Background: an optimization exercise with open tools, aiming at small area. Do not read the settings as production practice.
The RTL was checked by simulation tests, not by an equivalence proof against the original design.
Power is estimated from default activity; no workload was simulated.

==> flow/design.v <==
module divide64x32x51x18 (reset, A, B, Qout, clk);
	input reset;
    input[64 - 1:0] A; 
    input[51 - 1:0] B; 
    output[32 - 1:0] Qout; 
    reg[32 - 1:0] Qout;
    input clk; 
    reg[64 + 15 - 1:0] c0; 
    reg[64 + 15 - 1:0] c1; 
    reg[64 + 15 - 1:0] c2; 
    reg[64 + 15 - 1:0] c3; 
    reg[64 + 15 - 1:0] c4; 
    reg[64 + 15 - 1:0] c5; 
    reg[64 + 15 - 1:0] c6; 
    reg[64 + 15 - 1:0] c7; 
    reg[64 + 15 - 1:0] c8; 
    reg[64 + 15 - 1:0] c9; 
    reg[64 + 15 - 1:0] c10; 
    reg[64 + 15 - 1:0] c11; 
    reg[64 + 15 - 1:0] c12; 
    reg[64 + 15 - 1:0] c13; 
    reg[64 + 15 - 1:0] c14; 
    reg[64 + 15 - 1:0] c15; 
    reg[64 + 15 - 1:0] c16; 
    reg[64 + 15 - 1:0] c17; 
    reg[64 + 15 - 1:0] c18; 
    reg[64 + 15 - 1:0] c19; 
    reg[64 + 15 - 1:0] c20; 
    reg[64 + 15 - 1:0] c21; 
    reg[64 + 15 - 1:0] c22; 
    reg[64 + 15 - 1:0] c23; 
    reg[64 + 15 - 1:0] c24; 
    reg[64 + 15 - 1:0] c25; 
    reg[64 + 15 - 1:0] c26; 
    reg[64 + 15 - 1:0] c27; 
    reg[64 + 15 - 1:0] c28; 
    reg[64 + 15 - 1:0] c29; 
    reg[64 + 15 - 1:0] c30; 
    reg[64 + 15 - 1:0] c31; 
    reg[32 - 1:0] q0; 
	reg[32 - 1:0] q1; 
    reg[32 - 1:0] q2; 
    reg[32 - 1:0] q3; 
    reg[32 - 1:0] q4; 
    reg[32 - 1:0] q5; 
    reg[32 - 1:0] q6; 
    reg[32 - 1:0] q7; 
    reg[32 - 1:0] q8; 
    reg[32 - 1:0] q9; 
    reg[32 - 1:0] q10; 
	reg[32 - 1:0] q11; 
    reg[32 - 1:0] q12; 
    reg[32 - 1:0] q13; 
    reg[32 - 1:0] q14; 
    reg[32 - 1:0] q15; 
    reg[32 - 1:0] q16; 
    reg[32 - 1:0] q17; 
    reg[32 - 1:0] q18; 
    reg[32 - 1:0] q19; 
    reg[32 - 1:0] q20; 
	reg[32 - 1:0] q21; 
    reg[32 - 1:0] q22; 
    reg[32 - 1:0] q23; 
    reg[32 - 1:0] q24; 
    reg[32 - 1:0] q25; 
    reg[32 - 1:0] q26; 
    reg[32 - 1:0] q27; 
    reg[32 - 1:0] q28; 
    reg[32 - 1:0] q29; 
    reg[32 - 1:0] q30; 
    reg[32 - 1:0] q31; 
    reg[51 - 1:0] bp0; 
    reg[51 - 1:0] bp1; 
    reg[51 - 1:0] bp2; 
    reg[51 - 1:0] bp3; 
    reg[51 - 1:0] bp4; 
    reg[51 - 1:0] bp5; 
    reg[51 - 1:0] bp6; 
    reg[51 - 1:0] bp7; 
    reg[51 - 1:0] bp8; 
    reg[51 - 1:0] bp9; 
    reg[51 - 1:0] bp10; 
    reg[51 - 1:0] bp11; 
    reg[51 - 1:0] bp12; 
    reg[51 - 1:0] bp13; 
    reg[51 - 1:0] bp14; 
    reg[51 - 1:0] bp15; 
    reg[51 - 1:0] bp16; 
    reg[51 - 1:0] bp17; 
    reg[51 - 1:0] bp18; 
    reg[51 - 1:0] bp19; 
    reg[51 - 1:0] bp20; 
    reg[51 - 1:0] bp21; 
    reg[51 - 1:0] bp22; 
    reg[51 - 1:0] bp23; 
    reg[51 - 1:0] bp24; 
    reg[51 - 1:0] bp25; 
    reg[51 - 1:0] bp26; 
    reg[51 - 1:0] bp27; 
    reg[51 - 1:0] bp28; 
    reg[51 - 1:0] bp29; 
    reg[51 - 1:0] bp30; 
    reg[51 - 1:0] bp31; 
    reg [64 + 15 - 1:0] c_xhdl;
	always @(posedge clk or negedge reset)
    begin
	if (reset == 1'b0)
	begin
    c0 <= 0; 
    c1 <= 0; 
    c2 <= 0; 
    c3 <= 0; 
    c4 <= 0; 
    c5 <= 0; 
    c6 <= 0; 
    c7 <= 0; 
    c8 <= 0; 
    c9 <= 0; 
    c10 <= 0; 
    c11 <= 0; 
    c12 <= 0; 
    c13 <= 0; 
    c14 <= 0; 
    c15 <= 0; 
    c16 <= 0; 
    c17 <= 0; 
    c18 <= 0; 
    c19 <= 0; 
    c20 <= 0; 
    c21 <= 0; 
    c22 <= 0; 
    c23 <= 0; 
    c24 <= 0; 
    c25 <= 0; 
    c26 <= 0; 
    c27 <= 0; 
    c28 <= 0; 
    c29 <= 0; 
    c30 <= 0; 
    c31 <= 0; 
    q0 <= 0; 
	q1 <= 0; 
    q2 <= 0; 
    q3 <= 0; 
    q4 <= 0; 
    q5 <= 0; 
    q6 <= 0; 
    q7 <= 0; 
    q8 <= 0; 
    q9 <= 0; 
    q10 <= 0; 
	q11 <= 0; 
    q12 <= 0; 
    q13 <= 0; 
    q14 <= 0; 
    q15 <= 0; 
    q16 <= 0; 
    q17 <= 0; 
    q18 <= 0; 
    q19 <= 0; 
    q20 <= 0; 
	q21 <= 0; 
    q22 <= 0; 
    q23 <= 0; 
    q24 <= 0; 
    q25 <= 0; 
    q26 <= 0; 
    q27 <= 0; 
    q28 <= 0; 
    q29 <= 0; 
    q30 <= 0; 
    q31 <= 0; 
    bp0 <= 0; 
    bp1 <= 0; 
    bp2 <= 0; 
    bp3 <= 0; 
    bp4 <= 0; 
    bp5 <= 0; 
    bp6 <= 0; 
    bp7 <= 0; 
    bp8 <= 0; 
    bp9 <= 0; 
    bp10 <= 0; 
    bp11 <= 0; 
    bp12 <= 0; 
    bp13 <= 0; 
    bp14 <= 0; 
    bp15 <= 0; 
    bp16 <= 0; 
    bp17 <= 0; 
    bp18 <= 0; 
    bp19 <= 0; 
    bp20 <= 0; 
    bp21 <= 0; 
    bp22 <= 0; 
    bp23 <= 0; 
    bp24 <= 0; 
    bp25 <= 0; 
    bp26 <= 0; 
    bp27 <= 0; 
    bp28 <= 0; 
    bp29 <= 0; 
    bp30 <= 0; 
    bp31 <= 0; 
	end
	else
	begin
    c0[64 + 15 - 1:15] <= A ;
    c0[15 - 1:0] <= 0;
    q0 <= 0;
    bp0 <= B ;
    bp1 <= bp0 ;
    bp2 <= bp1 ;
    bp3 <= bp2 ;
    bp4 <= bp3 ;
    bp5 <= bp4 ;
    bp6 <= bp5 ;
    bp7 <= bp6 ;
    bp8 <= bp7 ;
    bp9 <= bp8 ;
    bp10 <= bp9 ;
    bp11 <= bp10 ;
    bp12 <= bp11 ;
    bp13 <= bp12 ;
    bp14 <= bp13 ;
    bp15 <= bp14 ;
    bp16 <= bp15 ;
    bp17 <= bp16 ;
    bp18 <= bp17 ;
    bp19 <= bp18 ;
    bp20 <= bp19 ;
    bp21 <= bp20 ;
    bp22 <= bp21 ;
    bp23 <= bp22 ;
    bp24 <= bp23 ;
    bp25 <= bp24 ;
    bp26 <= bp25 ;
    bp27 <= bp26 ;
    bp28 <= bp27 ;
    bp29 <= bp28 ;
    bp30 <= bp29 ;
    bp31 <= bp30 ;
		if (c0[64 + 15 - 1:32 - 1 - 0] >= bp0[47:0] )
		begin
			q1 <= {q0[32-2:0] , 1'b1}; 
 			c1 <= {(c0[64+15-1:32-1-0] - bp0[47:0]), c0[32-0-2:0]} ; 
		end
		else
		begin
			q1 <= {q0[32-2:0], 1'b0} ; 
			c1 <= c0 ; 
		end
		if (c1[64 + 15 - 1:32 - 1 - 1] >= bp1[47:0] )
		begin
			q2 <= {q1[32-2:0] , 1'b1}; 
 			c2 <= {(c1[64+15-1:32-1-1] - bp1[47:0]), c1[32-1-2:0]} ; 
		end
		else
		begin
			q2 <= {q1[32-2:0], 1'b0} ; 
			c2 <= c1 ; 
		end
		if (c2[64 + 15 - 1:32 - 1 - 2] >= bp2[47:0] )
		begin
			q3 <= {q2[32-2:0] , 1'b1}; 
 			c3 <= {(c2[64+15-1:32-1-2] - bp2[47:0]), c2[32-2-2:0]} ; 
		end
		else
		begin
			q3 <= {q2[32-2:0], 1'b0} ; 
			c3 <= c2 ; 
		end
		if (c3[64 + 15 - 1:32 - 1 - 3] >= bp3[47:0] )
		begin
			q4 <= {q3[32-2:0] , 1'b1}; 
 			c4 <= {(c3[64+15-1:32-1-3] - bp3[47:0]), c3[32-3-2:0]} ; 
		end
		else
		begin
			q4 <= {q3[32-2:0], 1'b0} ; 
			c4 <= c3 ; 
		end
		if (c4[64 + 15 - 1:32 - 1 - 4] >= bp4[47:0] )
		begin
			q5 <= {q4[32-2:0] , 1'b1}; 
 			c5 <= {(c4[64+15-1:32-1-4] - bp4[47:0]), c4[32-4-2:0]} ; 
		end
		else
		begin
			q5 <= {q4[32-2:0], 1'b0} ; 
			c5 <= c4 ; 
		end
		if (c5[64 + 15 - 1:32 - 1 - 5] >= bp5[47:0] )
		begin
			q6 <= {q5[32-2:0] , 1'b1}; 
 			c6 <= {(c5[64+15-1:32-1-5] - bp5[47:0]), c5[32-5-2:0]} ; 
		end
		else
		begin
			q6 <= {q5[32-2:0], 1'b0} ; 
			c6 <= c5 ; 
		end
		if (c6[64 + 15 - 1:32 - 1 - 6] >= bp6[47:0] )
		begin
			q7 <= {q6[32-2:0] , 1'b1}; 
 			c7 <= {(c6[64+15-1:32-1-6] - bp6[47:0]), c6[32-6-2:0]} ; 
		end
		else
		begin
			q7 <= {q6[32-2:0], 1'b0} ; 
			c7 <= c6 ; 
		end
		if (c7[64 + 15 - 1:32 - 1 - 7] >= bp7[47:0] )
		begin
			q8 <= {q7[32-2:0] , 1'b1}; 
 			c8 <= {(c7[64+15-1:32-1-7] - bp7[47:0]), c7[32-7-2:0]} ; 
		end
		else
		begin
			q8 <= {q7[32-2:0], 1'b0} ; 
			c8 <= c7 ; 
		end
		if (c8[64 + 15 - 1:32 - 1 - 8] >= bp8[47:0] )
		begin
			q9 <= {q8[32-2:0] , 1'b1}; 
 			c9 <= {(c8[64+15-1:32-1-8] - bp8[47:0]), c8[32-8-2:0]} ; 
		end
		else
		begin
			q9 <= {q8[32-2:0], 1'b0} ; 
			c9 <= c8 ; 
		end
		if (c9[64 + 15 - 1:32 - 1 - 9] >= bp9[47:0] )
		begin
			q10 <= {q9[32-2:0] , 1'b1}; 
 			c10 <= {(c9[64+15-1:32-1-9] - bp9[47:0]), c9[32-9-2:0]} ; 
		end
		else
		begin
			q10 <= {q9[32-2:0], 1'b0} ; 
			c10 <= c9 ; 
		end
		if (c10[64 + 15 - 1:32 - 1 - 10] >= bp10[47:0] )
		begin
			q11 <= {q10[32-2:0] , 1'b1}; 
 			c11 <= {(c10[64+15-1:32-1-10] - bp10[47:0]), c10[32-10-2:0]} ; 
		end
		else
		begin
			q11 <= {q10[32-2:0], 1'b0} ; 
			c11 <= c10 ; 
		end
		if (c11[64 + 15 - 1:32 - 1 - 11] >= bp11[47:0] )
		begin
			q12 <= {q11[32-2:0] , 1'b1}; 
 			c12 <= {(c11[64+15-1:32-1-11] - bp11[47:0]), c11[32-11-2:0]} ; 
		end
		else
		begin
			q12 <= {q11[32-2:0], 1'b0} ; 
			c12 <= c11 ; 
		end
		if (c12[64 + 15 - 1:32 - 1 - 12] >= bp12[47:0] )
		begin
			q13 <= {q12[32-2:0] , 1'b1}; 
 			c13 <= {(c12[64+15-1:32-1-12] - bp12[47:0]), c12[32-12-2:0]} ; 
		end
		else
		begin
			q13 <= {q12[32-2:0], 1'b0} ; 
			c13 <= c12 ; 
		end
		if (c13[64 + 15 - 1:32 - 1 - 13] >= bp13[47:0] )
		begin
			q14 <= {q13[32-2:0] , 1'b1}; 
 			c14 <= {(c13[64+15-1:32-1-13] - bp13[47:0]), c13[32-13-2:0]} ; 
		end
		else
		begin
			q14 <= {q13[32-2:0], 1'b0} ; 
			c14 <= c13 ; 
		end
		if (c14[64 + 15 - 1:32 - 1 - 14] >= bp14[47:0] )
		begin
			q15 <= {q14[32-2:0] , 1'b1}; 
 			c15 <= {(c14[64+15-1:32-1-14] - bp14[47:0]), c14[32-14-2:0]} ; 
		end
		else
		begin
			q15 <= {q14[32-2:0], 1'b0} ; 
			c15 <= c14 ; 
		end
		if (c15[64 + 15 - 1:32 - 1 - 15] >= bp15[47:0] )
		begin
			q16 <= {q15[32-2:0] , 1'b1}; 
 			c16 <= {(c15[64+15-1:32-1-15] - bp15[47:0]), c15[32-15-2:0]} ; 
		end
		else
		begin
			q16 <= {q15[32-2:0], 1'b0} ; 
			c16 <= c15 ; 
		end
		if (c16[64 + 15 - 1:32 - 1 - 16] >= bp16[47:0] )
		begin
			q17 <= {q16[32-2:0] , 1'b1}; 
 			c17 <= {(c16[64+15-1:32-1-16] - bp16[47:0]), c16[32-16-2:0]} ; 
		end
		else
		begin
			q17 <= {q16[32-2:0], 1'b0} ; 
			c17 <= c16 ; 
		end
		if (c17[64 + 15 - 1:32 - 1 - 17] >= bp17[47:0] )
		begin
			q18 <= {q17[32-2:0] , 1'b1}; 
 			c18 <= {(c17[64+15-1:32-1-17] - bp17[47:0]), c17[32-17-2:0]} ; 
		end
		else
		begin
			q18 <= {q17[32-2:0], 1'b0} ; 
			c18 <= c17 ; 
		end
		if (c18[64 + 15 - 1:32 - 1 - 18] >= bp18[47:0] )
		begin
			q19 <= {q18[32-2:0] , 1'b1}; 
 			c19 <= {(c18[64+15-1:32-1-18] - bp18[47:0]), c18[32-18-2:0]} ; 
		end
		else
		begin
			q19 <= {q18[32-2:0], 1'b0} ; 
			c19 <= c18 ; 
		end
		if (c19[64 + 15 - 1:32 - 1 - 19] >= bp19[47:0] )
		begin
			q20 <= {q19[32-2:0] , 1'b1}; 
 			c20 <= {(c19[64+15-1:32-1-19] - bp19[47:0]), c19[32-19-2:0]} ; 
		end
		else
		begin
			q20 <= {q19[32-2:0], 1'b0} ; 
			c20 <= c19 ; 
		end
		if (c20[64 + 15 - 1:32 - 1 - 20] >= bp20[47:0] )
		begin
			q21 <= {q20[32-2:0] , 1'b1}; 
 			c21 <= {(c20[64+15-1:32-1-20] - bp20[47:0]), c20[32-20-2:0]} ; 
		end
		else
		begin
			q21 <= {q20[32-2:0], 1'b0} ; 
			c21 <= c20 ; 
		end
		if (c21[64 + 15 - 1:32 - 1 - 21] >= bp21[47:0] )
		begin
			q22 <= {q21[32-2:0] , 1'b1}; 
 			c22 <= {(c21[64+15-1:32-1-21] - bp21[47:0]), c21[32-21-2:0]} ; 
		end
		else
		begin
			q22 <= {q21[32-2:0], 1'b0} ; 
			c22 <= c21 ; 
		end
		if (c22[64 + 15 - 1:32 - 1 - 22] >= bp22[47:0] )
		begin
			q23 <= {q22[32-2:0] , 1'b1}; 
 			c23 <= {(c22[64+15-1:32-1-22] - bp22[47:0]), c22[32-22-2:0]} ; 
		end
		else
		begin
			q23 <= {q22[32-2:0], 1'b0} ; 
			c23 <= c22; 
		end
		if (c23[64 + 15 - 1:32 - 1 - 23] >= bp23[47:0] )
		begin
			q24 <= {q23[32-2:0] , 1'b1}; 
 			c24 <= {(c23[64+15-1:32-1-23] - bp23[47:0]), c23[32-23-2:0]} ; 
		end
		else
		begin
			q24 <= {q23[32-2:0], 1'b0} ; 
			c24 <= c23 ; 
		end
		if (c24[64 + 15 - 1:32 - 1 - 24] >= bp24[47:0] )
		begin
			q25 <= {q24[32-2:0] , 1'b1}; 
 			c25 <= {(c24[64+15-1:32-1-24] - bp24[47:0]), c24[32-24-2:0]} ; 
		end
		else
		begin
			q25 <= {q24[32-2:0], 1'b0} ; 
			c25 <= c24 ; 
		end
		if (c25[64 + 15 - 1:32 - 1 - 25] >= bp25[47:0] )
		begin
			q26 <= {q25[32-2:0] , 1'b1}; 
 			c26 <= {(c25[64+15-1:32-1-25] - bp25[47:0]), c25[32-25-2:0]} ; 
		end
		else
		begin
			q26 <= {q25[32-2:0], 1'b0} ; 
			c26 <= c25 ; 
		end
		if (c26[64 + 15 - 1:32 - 1 - 26] >= bp26[47:0] )
		begin
			q27 <= {q26[32-2:0] , 1'b1}; 
 			c27 <= {(c26[64+15-1:32-1-26] - bp26[47:0]), c26[32-26-2:0]} ; 
		end
		else
		begin
			q27 <= {q26[32-2:0], 1'b0} ; 
			c27 <= c26 ; 
		end
		if (c27[64 + 15 - 1:32 - 1 - 27] >= bp27[47:0] )
		begin
			q28 <= {q27[32-2:0] , 1'b1}; 
 			c28 <= {(c27[64+15-1:32-1-27] - bp27[47:0]), c27[32-27-2:0]} ; 
		end
		else
		begin
			q28 <= {q27[32-2:0], 1'b0} ; 
			c28 <= c27 ; 
		end
		if (c28[64 + 15 - 1:32 - 1 - 29] >= bp28[47:0] )
		begin
			q29 <= {q28[32-2:0] , 1'b1}; 
 			c29 <= {(c28[64+15-1:32-1-29] - bp28[47:0]), c28[32-29-2:0]} ; 
		end
		else
		begin
			q29 <= {q28[32-2:0], 1'b0} ; 
			c29 <= c28 ; 
		end
		if (c29[64 + 15 - 1:32 - 1 - 29] >= bp29[47:0] )
		begin
			q30 <= {q29[32-2:0] , 1'b1}; 
 			c30 <= {(c29[64+15-1:32-1-29] - bp29[47:0]), c29[32-29-2:0]} ; 
		end
		else
		begin
			q30 <= {q29[32-2:0], 1'b0} ; 
			c30 <= c29 ; 
		end
		if (c30[64 + 15 - 1:32 - 1 - 30] >= bp30[47:0] )
		begin
			q31 <= {q30[32-2:0] , 1'b1}; 
 			c31 <= {(c30[64+15-1:32-1-30] - bp30[47:0]), c30[32-30-2:0]} ; 
		end
		else
		begin
			q31 <= {q30[32-2:0], 1'b0} ; 
			c31 <= c30 ; 
		end
          if (c31 >= bp31 )
          begin
             Qout <= {q31[32-2:0], 1'b1} ; 
          end
          else
          begin
             Qout <= {q31[32-2:0], 1'b0} ; 
          end 
	end
    end 
 endmodule
==> flow/run.sh <==
#!/bin/bash
# synth_recipe.tcl (not shown) runs the flow's synth.tcl, then flattens the netlist and writes it again
# the make line also repeats each setting of config.mk as NAME=value (left out here)
make -C /OpenROAD-flow-scripts/flow DESIGN_CONFIG=/design/flow/config.mk WORK_HOME=/design/flow/orfs CLKGATE_MAP_FILE= SYNTH_SCRIPT=/design/flow/synth_recipe.tcl finish
==> flow/config.mk <==
export PLATFORM = sky130hd
export DESIGN_NAME = divide64x32x51x18
export DESIGN_NICKNAME = divide64x32x51x18
export VERILOG_FILES = /design/flow/design.v
export SDC_FILE = /design/flow/constraint.sdc
export NUM_CORES = 4
export LEC_CHECK = 0
export CAP_MARGIN = 20
export CORE_MARGIN = 2
export CORE_UTILIZATION = 40
export SLEW_MARGIN = 20
==> flow/constraint.sdc <==
create_clock -name core_clock -period 6.0 [get_ports {clk}]
set_input_delay 1.2000 -clock core_clock [delete_from_list [all_inputs] [get_ports {clk}]]
set_output_delay 1.2000 -clock core_clock [all_outputs]
set_load 0.01 [all_outputs]
==> run_summary.xml <==
<?xml version="1.0" encoding="UTF-8"?>
<metrics>
  <group name="status">
    <metric name="outcome" unit="">finished clean</metric>
  </group>
  <group name="place">
    <metric name="dpl_worst_slack" unit="ns">1.039</metric>
    <metric name="port_buffers" unit="">148</metric>
    <metric name="gp_routability_congestion" unit="">0.9590</metric>
    <metric name="hpwlAfterDp" unit="um">521600</metric>
  </group>
  <group name="clock_tree">
    <metric name="cts-root-buf" unit="">sky130_fd_sc_hd__clkbuf_16</metric>
    <metric name="clock_network_latency_to_the_later_pin_of_the_worst_skew_pair" unit="ns">1.06</metric>
    <metric name="tritoncts" unit="">done</metric>
    <metric name="clkTransAtPathRegs" unit="ns">0.06</metric>
    <metric name="worst_case_clock_buffer_depth" unit="">4</metric>
    <metric name="cts_hold_buffers" unit="">0</metric>
    <metric name="tritoncts_num_sinks" unit="">4314</metric>
    <metric name="cts-buffers-inserted" unit="">467</metric>
    <metric name="post-cts-setup-buffers" unit="">0</metric>
    <metric name="htree_levels" unit="">5</metric>
    <metric name="cts.repair.resized" unit="">0</metric>
  </group>
  <group name="layout">
    <metric name="layout-drive-gt1-share" unit="%">5.962</metric>
    <metric name="most_used_cells_in_the_layout_excluding_fill_and_tap_cells" unit="">4282 x sky130_fd_sc_hd__dfrtp_1, 2238 x sky130_fd_sc_hd__a21oi_1, 1969 x sky130_fd_sc_hd__inv_1, 1875 x sky130_fd_sc_hd__nand2_1, 1661 x sky130_fd_sc_hd__nor2_1</metric>
    <metric name="multiInputGateArea" unit="um2">105900</metric>
    <metric name="post-route-util" unit="%">45.01</metric>
    <metric name="area_delta_synth_final" unit="%">11.93</metric>
    <metric name="combined_flip_flop_and_latch_cell_area" unit="um2">108100</metric>
    <metric name="final.fill_count" unit="">53060</metric>
    <metric name="design.final.nets" unit="">24760</metric>
    <metric name="mostFrequentLayoutCell" unit="">sky130_fd_sc_hd__dfrtp_1</metric>
  </group>
  <group name="grt">
    <metric name="grt_start_max_net_pins" unit="">158</metric>
    <metric name="grt_pass1_wl" unit="um">1009000</metric>
    <metric name="grt-ovfl-total" unit="">0</metric>
    <metric name="gr-usage-all-layers" unit="%">22.73</metric>
    <metric name="antenna_found_initial" unit="">14</metric>
    <metric name="vias_in_the_first_global_route" unit="">166800</metric>
  </group>
  <group name="worst_setup_path">
    <metric name="timing.critical_path.arrival" unit="ns">6.11</metric>
    <metric name="crit_path_end_kind" unit="">register</metric>
    <metric name="start_kind" unit="">register</metric>
    <metric name="timing_worst_setup_path_type" unit="">reg2reg</metric>
    <metric name="critical_path.max_fanout" unit="">46</metric>
    <metric name="crit_required" unit="ns">6.95</metric>
  </group>
  <group name="synthesis">
    <metric name="postSynth.topFlopCell" unit="">sky130_fd_sc_hd__dfrtp_1</metric>
    <metric name="ys_seq_area_share" unit="%">48.23</metric>
    <metric name="post_synth_instance_area" unit="um2">224100</metric>
    <metric name="synth.yosys.warnings" unit="">1</metric>
    <metric name="synth.ff_latch_count" unit="">4314</metric>
    <metric name="synth_area_per_cell" unit="um2">9.721</metric>
    <metric name="number_of_enable_type_register_cells_in_the_synthesized_netlist" unit="">32</metric>
    <metric name="synthArstFlopShare" unit="%">99.26</metric>
    <metric name="synthesis.instances" unit="">23060</metric>
    <metric name="number_of_nets_in_the_synthesized_netlist" unit="">24740</metric>
    <metric name="yosys.cell_types.count" unit="">105</metric>
  </group>
  <group name="route">
    <metric name="drt-wirelength-per-cell" unit="um">21.30</metric>
    <metric name="via_per_inst" unit="">5.439</metric>
    <metric name="detail_route.first_pass.iterations" unit="">9</metric>
    <metric name="num_vias" unit="">168400</metric>
    <metric name="remaining_drc_errors" unit="">0</metric>
    <metric name="route.final.wire_length" unit="um">659200</metric>
    <metric name="final_antenna_net_count" unit="">0</metric>
    <metric name="initialDrtViolationCount" unit="">13200</metric>
  </group>
  <group name="power">
    <metric name="power.total" unit="mW">141.0</metric>
    <metric name="total_leakage_power" unit="nW">114.7</metric>
    <metric name="powerDensity" unit="nW/um2">561.9</metric>
    <metric name="worst_ir_drop_vdd" unit="V">0.0003133</metric>
  </group>
  <group name="timing">
    <metric name="max-slew-margin-rel" unit="%">28.31</metric>
    <metric name="final-max-slew-violation-count" unit="">0</metric>
    <metric name="finClkSkew" unit="ns">0.1059</metric>
    <metric name="final_critical_path_setup_slack" unit="ns">0.8328</metric>
    <metric name="layout_min_cycle_time" unit="ns">5.167</metric>
    <metric name="period_utilization_post_route" unit="%">86.12</metric>
    <metric name="grt_setup_unrepaired" unit="">no</metric>
    <metric name="worst_pin_slew" unit="ns">1.065</metric>
    <metric name="fmax" unit="MHz">193.5</metric>
    <metric name="hold_violations" unit="">0</metric>
    <metric name="timing.setup.tns" unit="ns">0</metric>
    <metric name="setup_viol_count_final" unit="">0</metric>
  </group>
  <group name="die">
    <metric name="core-area" unit="um2">557400</metric>
    <metric name="floorplan.initialDensity" unit="%">40.21</metric>
    <metric name="floorplan.die_area" unit="um2">566400</metric>
    <metric name="chipWidth" unit="um">752.6</metric>
    <metric name="placement_rows" unit="">274</metric>
    <metric name="io_count" unit="">149</metric>
    <metric name="die_h" unit="um">752.6</metric>
  </group>
  <group name="hold_path">
    <metric name="hold_class" unit="">in2async</metric>
  </group>
  <group name="flow_run">
    <metric name="cap_viol_max_count" unit="">0</metric>
  </group>
</metrics>
[path summary, 6_finish.rpt]
check / start / end / slack [ns] / depth (start not counted)
max: bp30[17] / c31[33] / 0.83 / 14
min: reset / bp22[42] / 0.19 / 1
max reg2reg: bp30[17] / c31[33] / 0.83 / 14
min reg2reg: q27[3] / q28[4] / 0.29 / 0
max in group asynchronous: reset / bp13[47] / 3.94 / 3
min in group core_clock: q27[3] / q28[4] / 0.29 / 0
[power breakdown]
| group | switching [mW] | total [mW] | leakage [nW] | internal (mW) |
|---|---|---|---|---|
| registers | 8.17 | 45.5 | 49.0 | 37.4 |
| logic | 37.9 | 64.4 | 57.6 | 26.4 |
| clock network | 12.6 | 31.1 | 8.15 | 18.4 |
[state kept, by name, summed over array words and instances (netlist names), 66 cells and up]
register  count
c31          78
c29          77
c30          77
c28          75
c27          74
c26          73
c25          72
c24          71
c23          70
c22          69
c21          68
c20          67
c19          66
[metal layers]
| metal | GRT usage (%) | up-vias | share of wire, % |
|---|---|---|---|
| li1 | - | 80180 | - |
| met1 | 28.31 | 82400 | 41 |
| met2 | 40.09 | 4491 | 50 |
| met3 | 2.078 | 1299 | 4.2 |
| met4 | 10.16 | 4 | 5.2 |
| met5 | 0 | - | 0.0041 |
[critical path, stage by stage (launching register included)]
cell and delay (ns):
sky130_fd_sc_hd__dfrtp_1 0.38, sky130_fd_sc_hd__inv_1 0.06, sky130_fd_sc_hd__ha_1 0.35, sky130_fd_sc_hd__and3_1 0.28, sky130_fd_sc_hd__nor2b_1 0.29, sky130_fd_sc_hd__nand2b_1 0.14
sky130_fd_sc_hd__nor4_1 0.73, sky130_fd_sc_hd__nor4b_2 0.88, sky130_fd_sc_hd__a21oi_1 0.23, sky130_fd_sc_hd__nand2_1 0.23, sky130_fd_sc_hd__a41oi_4 0.15, sky130_fd_sc_hd__inv_2 0.82
sky130_fd_sc_hd__buf_4 0.35, sky130_fd_sc_hd__nor2_1 0.06, sky130_fd_sc_hd__a21oi_1 0.12
[area by class of cell]
cell class / count / area share [%]
Inverter: 1977 / 2.958
Clock buffer: 592 / 5.155
Clock inverter: 281 / 1.551
Timing Repair Buffer: 321 / 1.310
Multi-Input combinational cell: 16000 / 42.20
Antenna cell: 20 / 0.01995
Tap cell: 7452 / 3.716
Sequential cell: 4314 / 43.09
[stage by stage]
step | hold WS, ns | instance area [um2] | std cells
2_1_floorplan | 0.3312 | 224200 | 23060
3_3_place_gp | 0.3312 | 234000 | 30060
3_5_place_dp | 0.3347 | 234000 | 30060
4_1_cts | 0.1428 | 250800 | 30940
5_1_grt | 0.2071 | 250900 | 30950
6_report | 0.1944 | 250900 | 30960
[cell usage after synthesis, drive strengths merged (188+ instances only)]
cell type	count	area, um2
o21ai	1514	7577
o21a	188	1411
o21bai	256	1922
a21oi	2242	11230
xnor2	1009	8837
xor2	787	6893
and3	196	1226
nor2	1663	6245
inv	1975	7413
mux2	203	2297
nor3	381	1907
clkbuf	679	2549
nand4	419	2621
nand2	1876	7044
nand3	359	1797
a21o	982	7372
nor2b	221	1383
nand2b	210	1314
ha	1537	19230
dfrtp	4282	107200
[cell families (layout without fill, tap and decap cells)]
kind of cell    after synthesis  count (layout)  share of synthesized area, %
other cells                   0              20                             0
mux                         212             212                         1.065
simple gates               6102            6102                         12.92
buf+inv                    2745            3171                         4.634
compound gates             6322            6322                         17.28
fa+ha+maj                  1567            1567                         8.847
flops                      4314            4314                         48.23
xor+xnor                   1796            1796                         7.018

[what the ideal ports hide]
How much do the figures lean on ideal ports? The routed layout below was timed once more, with nothing changed but the port constraints.
Step 1 sets driving cells, clkbuf_16 on the clock port and buf_2 on the other inputs (assumed; they add their load-dependent delay and slew).
Step 2 moves the port delays by t, midway between the first and last clock arrival at a register: inputs arrive t later, outputs are due t later. That takes back most of the time a late clock gives input paths.
a / b / c = ideal ports / drivers / drivers and shift; a / b = the first two.
shift t [ns]: 1.139
setup slack, ns: 0.833 / 0.833 / 0.833
worst setup path at the end: register to register
latest minus earliest clock arrival (ns): 0.127 / 0.127
pins driven straight from the clock port: 1
After both steps setup and hold are still met in this run. The setup slack of this run moves by 0.000 ns with the drivers and by 0.000 ns with both steps.
